This design comes from an exercise in tuning for small area on the open sky130 flow, not from production work. At most, simulation tests tie the RTL to the original design; equivalence was not proved. No functional check of the RTL was part of run 2.

==> flow/design.v, too long to show whole: its modules and the start of the top module <==
// module cordic_sin_cos: 875 lines
module cordic_sin_cos (
    input clk, input rst_n,
    input signed [31:0] angle, input pre_vaild,
    output signed [31:0] sin, output signed [31:0] cos, output post_vaild);
  // ...
==> flow/run.sh <==
#!/bin/bash
# synth_recipe.tcl (not shown) runs the flow's synth.tcl, then flattens the netlist and writes it again
# the make line also repeats each setting of config.mk as NAME=value (left out here)
make -C /OpenROAD-flow-scripts/flow DESIGN_CONFIG=/design/flow/config.mk WORK_HOME=/design/flow/orfs CLKGATE_MAP_FILE= SYNTH_SCRIPT=/design/flow/synth_recipe.tcl finish
==> flow/config.mk <==
export PLATFORM = sky130hd
export DESIGN_NAME = cordic_sin_cos
export DESIGN_NICKNAME = cordic_sin_cos
export VERILOG_FILES = /design/flow/design.v
export SDC_FILE = /design/flow/constraint.sdc
export NUM_CORES = 4
export LEC_CHECK = 0
export CAP_MARGIN = 20
export CORE_MARGIN = 2
export CORE_UTILIZATION = 40
export CTS_BUF_LIST = sky130_fd_sc_hd__clkbuf_4
export CTS_CLUSTER_SIZE = 20
export SLEW_MARGIN = 20
==> flow/constraint.sdc <==
create_clock -name core_clock -period 6.0 [get_ports {clk}]
set_input_delay 1.2000 -clock core_clock [delete_from_list [all_inputs] [get_ports {clk}]]
set_output_delay 1.2000 -clock core_clock [all_outputs]
set_load 0.01 [all_outputs]
==> impl_metrics.csv, run 1 <==
group,metric,value,unit
setup_path,crit_start,"y15_q8[15]",
sta,holdWs,0.299,ns
setup_path,r2r_cells,21,
setup_path,crit_chain,"inv_1 > ha_1 > inv_1 > ha_1 > inv_1 > ha_1 > nand2_1 > o21ai_0 > buf_4 > ha_1 > or4_4 > a31oi_4 > a21oi_2 > nand2b_1 > nand3_1 > o41ai_2 > xor2_1 > buf_4 > clkbuf_2",
finish,nNonClkBuffers,168,
finish,seq_share,21.4,%
synthesis,muxShareOfSynthArea,1.71,%
cts,clockBufferDepth,3,
route,drc,0,
cts,h-tree-depth,3,
setup_path,start_kind,"flop",
setup_path,crit_fanout,12,
synthesis,netlist_area,0.0278,mm2
finish,multi_input_area,0.0199,mm2
synthesis,yosysWarnings,1,
sta,period_minus_slack,5.69,ns
global_route,grt.busiest_layer,"met2",
synthesis,async_reset_ff_share,2.43,%
synthesis,synth_most_common_cell,"xnor2_1",
outcome,status,"no timing/DRC/antenna violations",
route,wl_met2,31200,um
sta,finalMaxSlewViolations,0,
cts,cts_resized,22,
global_route,grt_pass1_wl,108000,um
==> inputs of run 2 (changes only) <==
--- a/flow/design.v
+++ b/flow/design.v
@@ -9,17 +9,17 @@
 wire amin = (a == 25'd21757952);
 wire nz = |a[5:0];
 wire s = ~site1;
 wire d0 = site1 ? ~a[24] : (site2 | amin);
 wire [16:0] k1 = site1 ? (d0 ? 17'd84992 : 17'd46080) : (site2 ? 17'd7168 : (amin ? 17'd31744 : 17'd123904));
 wire ci1 = s & ~nz;
 wire [16:0] h1 = k1 + (a[22:6] ^ {17{s}}) + ci1;
 wire d1 = ~h1_q1[16];
-wire signed [20:0] hs1 = {{4{h1_q1[16]}}, h1_q1};
+wire signed [20:0] hs1 = $signed(h1_q1);
 wire [1:0] cm2;
 assign cm2[0] = hs1 >= -21'sd27203;
 assign cm2[1] = hs1 >= 21'sd27203;
 wire d2 = cm2[{d1}];
 wire [3:0] cm3;
 assign cm3[0] = hs1 >= -21'sd41576;
 assign cm3[1] = hs1 >= 21'sd12830;
 assign cm3[2] = hs1 >= -21'sd12830;
@@ -54,17 +54,17 @@
     4'd13: t5 = 13'd788;
     4'd14: t5 = 13'd1872;
     4'd15: t5 = 13'd4810;
     default: t5 = 13'd0;
   endcase
 end
 wire [12:0] h5 = h1_q1[12:0] + t5;
 wire d5 = ~h5_q2[12];
-wire signed [16:0] hs5 = {{4{h5_q2[12]}}, h5_q2};
+wire signed [16:0] hs5 = $signed(h5_q2);
 wire [1:0] cm6;
 assign cm6[0] = hs5 >= -17'sd1833;
 assign cm6[1] = hs5 >= 17'sd1833;
 wire d6 = cm6[{d5}];
 wire [3:0] cm7;
 assign cm7[0] = hs5 >= -17'sd2750;
 assign cm7[1] = hs5 >= 17'sd916;
 assign cm7[2] = hs5 >= -17'sd916;
@@ -99,17 +99,17 @@
     4'd13: t9 = 9'd445;
     4'd14: t9 = 9'd229;
     4'd15: t9 = 9'd147;
     default: t9 = 9'd0;
   endcase
 end
 wire [8:0] h9 = h5_q2[8:0] + t9;
 wire d9 = ~h9_q3[8];
-wire signed [12:0] hs9 = {{4{h9_q3[8]}}, h9_q3};
+wire signed [12:0] hs9 = $signed(h9_q3);
 wire [1:0] cm10;
 assign cm10[0] = hs9 >= -13'sd115;
 assign cm10[1] = hs9 >= 13'sd115;
 wire d10 = cm10[{d9}];
 wire [3:0] cm11;
 assign cm11[0] = hs9 >= -13'sd172;
 assign cm11[1] = hs9 >= 13'sd58;
 assign cm11[2] = hs9 >= -13'sd58;
@@ -144,17 +144,17 @@
     4'd13: t13 = 5'd27;
     4'd14: t13 = 5'd15;
     4'd15: t13 = 5'd9;
     default: t13 = 5'd0;
   endcase
 end
 wire [4:0] h13 = h9_q3[4:0] + t13;
 wire d13 = ~h13[4];
-wire signed [8:0] hs13 = {{4{h13[4]}}, h13};
+wire signed [8:0] hs13 = $signed(h13);
 wire [1:0] cm14;
 assign cm14[0] = hs13 >= -9'sd7;
 assign cm14[1] = hs13 >= 9'sd7;
 wire d14 = cm14[{d13}];
 wire [3:0] cm15;
 assign cm15[0] = hs13 >= -9'sd11;
 assign cm15[1] = hs13 >= 9'sd3;
 assign cm15[2] = hs13 >= -9'sd3;
@@ -738,21 +738,20 @@
 assign yh15[15] = y14[15] ^ yh15_t ^ yh15_lc15;
 assign yh15_c[16] = yh15_t ? ((y14[12] | y14[13] | y14[14] | y14[15]) | yh15_c[12]) : ((y14[12] & y14[13] & y14[14] & y14[15]) & yh15_c[12]);
 assign yh15[16] = y14[16] ^ yh15_t ^ yh15_c[16];
 wire yh15_lc17 = yh15_t ? (y14[16] | yh15_c[16]) : (y14[16] & yh15_c[16]);
 assign yh15[17] = y14[17] ^ yh15_t ^ yh15_lc17;
 assign yh15_c[18] = yh15_t ? ((y14[16] | y14[17]) | yh15_c[16]) : ((y14[16] & y14[17]) & yh15_c[16]);
 wire f14 = d14_q7 ^ d15_q7;
 wire [17:0] y15 = yh15 ^ {18{f14}};
-wire signed [4:0] v15 = {y15_q8[17], y15_q8[17], y15_q8[17:15]};
+wire signed [4:0] v15 = $signed(y15_q8[17:15]);
 wire signed [4:0] g15 = s_q8 ? (v15 + 5'sd2 - {4'd0,d15_q8}) : (-v15 - 5'sd1 + {4'd0,d15_q8});
 wire [17:0] c16 = (x15_q8 ^ {18{s_q8}}) + {{13{g15[4]}}, g15};
-wire signed [17:0] xs15 = x15_q8;
-wire signed [17:0] sx15 = xs15 >>> 15;
+wire signed [17:0] sx15 = $signed(x15_q8) >>> 15;
 wire [17:0] y16 = (y15_q8 + sx15) ^ {18{~d15_q8}};
 reg [16:0] h1_q1;
 always @(posedge clk) h1_q1 <= h1;
 reg [12:0] h5_q2;
 always @(posedge clk) h5_q2 <= h5;
 reg [8:0] h9_q3;
 always @(posedge clk) h9_q3 <= h9;
 reg d4_q2;
==> flow/config.mk (replaced) <==
export PLATFORM = sky130hd
export DESIGN_NAME = cordic_sin_cos
export DESIGN_NICKNAME = cordic_sin_cos
export VERILOG_FILES = /design/flow/design.v
export SDC_FILE = /design/flow/constraint.sdc
export NUM_CORES = 4
export LEC_CHECK = 0
export CAP_MARGIN = 20
export CORE_MARGIN = 2
export CORE_UTILIZATION = 40
export SLEW_MARGIN = 20
==> impl_metrics.csv, run 2 <==
group,metric,value,unit
finish,syn_to_final_growth,12.7,%
route,routed_wl,65100,um
sta,slew_headroom,41.2,%
setup_path,r2r_cells,21,
sta,finalSetupViolCount,0,
synthesis,synth_top_cell_by_area,"dfxtp_1",
global_route,grtUsageTotal,18.0,%
setup_path,crit_end,"x11_q6[16]",
synthesis,ys_seq_area_share,23.8,%
sta,fmax,178,MHz
route,drt_iter0_markers,1277,
setup_path,reg2reg_from,"x9_q5[9]",
global_route,grt_pass1_wl,107000,um
cts,clkTransAtPathRegs,0.06,ns
floorplanning,start_util,40.5,%
synthesis,yosysTopAreaCellShare,23.1,%
finish,drive_gt1_share,7.00,%
synthesis,synth_cell_types,110,
sta,finalMaxSlewViolations,0,
sta,grt_setup_unrepaired,"true",
finish,layout_commonest_cell,"xnor2_1",
synthesis,synth_most_common_cell,"xnor2_1",
floorplanning,io_pins,100,
floorplanning,die_area,0.0717,mm2
placed_design,io_buffer_count,92,
global_route,grt_max_degree,36,
cts,cts.sinks,329,
sta,setup_tns,0,ns
sta,layout_worst_path_cycle_share,93.6,%
sta,worstMarginPinSlew,0.876,ns
synthesis,syn-num-nets,3651,
sta,holdWs,0.323,ns
route,viasPerCell,5.27,
setup_path,crit_arrival,6.08,ns
cts,clockBufferDepth,3,
finish,nets,3705,
synthesis,syn_area_per_cell,8.31,um2
cts,numCtsBuffers,39,
cts,insertion_delay,0.57,ns
finish,antennaDiodeCount,0,
cts,cts_root_buffer,"clkbuf_16",
setup_path,end_kind,"flop",
finish,postLayoutCoreUtil,45.6,%
setup_path,cp.required,6.46,ns
cts,cts_tree,"built",
synthesis,synth_edf_count,0,
outcome,status,"no timing/DRC/antenna violations",
worst_hold_path,hold_path_class,"reg2reg",
synthesis,yosysWarnings,1,
global_route,antenna_found_initial,1,
synthesis,synth-main-ff-cell,"dfxtp_1",
route,vias,23000,
floorplanning,die_w,268,um
cts,h-tree-depth,2,
synthesis,async_reset_ff_share,2.43,%
global_route,grt_pass1_vias,21500,
floorplanning,core,0.0687,mm2
setup_path,critPathKind,"reg2reg",
synthesis,ys_seq_elements,329,
floorplanning,rows,96,
sta,period_minus_slack,5.62,ns
setup_path,r2r_slack,0.38,ns
route,firstDrtPassIters,6,
route,antenna_left,0,
placed_design,gp_congestion,0.915,
synthesis,synth_area_leaders,"dfxtp_1 23%, xnor2_1 14%, ha_1 10%, xor2_1 5.8%, a21oi_1 3.8%",
route,drc,0,
sta,fin_skew,0.0154,ns
synthesis,netlist_area,0.0278,mm2
floorplanning,die_y,268,um
synthesis,synth.top_cells.by_count,"447 x xnor2_1, 321 x dfxtp_1, 232 x ha_1",
synthesis,syn-instance-count,3347,
setup_path,rr_endpoint,"x11_q6[16]",
global_route,grt-ovfl-total,0,
run,cap_violations,0,
setup_path,start_kind,"flop",
finish,mostFrequentLayoutCells,"444 x xnor2_1, 321 x dfxtp_1, 232 x ha_1",
placed_design,dpl.hpwl,51200,um
setup_path,crit_fanout,6,
setup_path,crit_start,"x9_q5[9]",
sta,finalHoldViolCount,0,
route,wl_per_cell,14.9,um
finish,fillers,6839,
## run 2: cell counts after synthesis
No cell type changed its count.
## run 2: kinds of logic after synthesis
| kind of cell | count (synthesis) | share of synthesized area (%) |
|---|---|---|
| muxes | 47 | 1.71 |
| AOI/OAI and AO/OA | 808 | 19.5 |
| and+or+nand+nor | 905 | 16.4 |
| xor gates and xnor gates | 635 | 20.2 |
| adders and majority gates | 270 | 13.1 |
| buffers and inverters | 353 | 5.21 |
| DFF | 329 | 23.8 |
## run 2: worst min path at each step
stage / from / to / slack [ns] / depth (start not counted)
after detailed placement: s_q4 / s_q5 / 0.31 / 0
after global placement: s_q1 / s_q2 / 0.31 / 0
after floorplan: d10_q4 / d10_q5 / 0.31 / 0
after CTS: x5[4] / x5_q3[4] / 0.32 / 0
final: x5[4] / x5_q3[4] / 0.32 / 0
after global routing: x5[4] / x5_q3[4] / 0.33 / 0
## run 2: per-layer routing
metal / part of all wire, % / global-route usage, % / vias to the layer above / wire (um)
met5: 0.020 / 0 / - / 13
li1: - / - / 11900 / -
met4: 2.9 / 5.92 / 2 / 1870
met2: 48 / 31.2 / 440 / 31000
met3: 4.1 / 2.64 / 114 / 2680
met1: 45 / 22.8 / 10600 / 29500
## run 2: area by class of cell
type | instances | area [um2] | area share (%)
Clock buffer | 48 | 1070 | 3.41
Clock inverter | 22 | 294 | 0.938
Inverter | 198 | 743 | 2.37
Multi-Input combinational cell | 2665 | 19900 | 63.5
Sequential cell | 329 | 6630 | 21.1
Tap cell | 931 | 1160 | 3.72
Timing Repair Buffer | 168 | 1530 | 4.89
## run 2: repair_timing
| action | in CTS | in global routing |
|---|---|---|
| endpoints found under the setup margin | 15 | 21 |
| hold endpoints to repair | 0 | 0 |
| hold buffers | 0 | 0 |
| buffers inserted | 0 | 2 |
| gates cloned | 0 | 1 |
| gates resized for setup | 1 | 36 |
| pin swaps | 0 | 5 |
## run 2: worst max-delay path, stage by stage, from the launching register on
cell	delay, ns
dfxtp_1	0.41
ha_1	0.21
inv_1	0.06
fa_1	0.39
nor2b_1	0.18
o2111ai_1	0.19
and3_1	0.27
o41a_1	0.39
a311oi_2	0.26
xor2_2	0.34
ha_1	0.23
a21oi_1	0.10
o21bai_1	0.25
a2111oi_1	0.13
or3_1	0.45
or2_2	0.35
o31ai_1	0.30
a22oi_2	0.12
nor3_1	0.20
a21oi_1	0.08
fa_1	0.54
inv_1	0.03
## run 2: metrics by stage
step	instance area (um2)	instances	worst slack [ns]
finish	31300	4361	0.382
global route	31300	4361	-0.0496
CTS	31200	4357	0.0420
detailed placement	29800	4287	0.185
global placement	29800	4287	0.199
floorplan	27800	3347	0.219

afterwards: timing with drivers on the ports:
No port has a modelled driver above. Below, the same layouts with a new extraction and two added sets of constraints.
Step 1 (the two cells are an assumption about what drives the block):
set clk [get_ports {clk}]
set_driving_cell -lib_cell sky130_fd_sc_hd__clkbuf_16 $clk
set_driving_cell -lib_cell sky130_fd_sc_hd__buf_2 [delete_from_list [all_inputs] $clk]
Step 2 moves the port delays by t, midway between the first and last clock arrival at a register: inputs arrive t later, outputs are due t later. That takes back most of the time a late clock gives input paths.
Slacks: ideal ports / drivers / drivers and shift; pairs: ideal ports / drivers.
run	t, ns	setup WS [ns]	cell pins on the clock port's net
run 1	0.899	0.311 / 0.251 / 0.386	1
run 2	0.621	0.382 / 0.357 / 0.382	1
After both steps setup and hold are still met in every run listed.
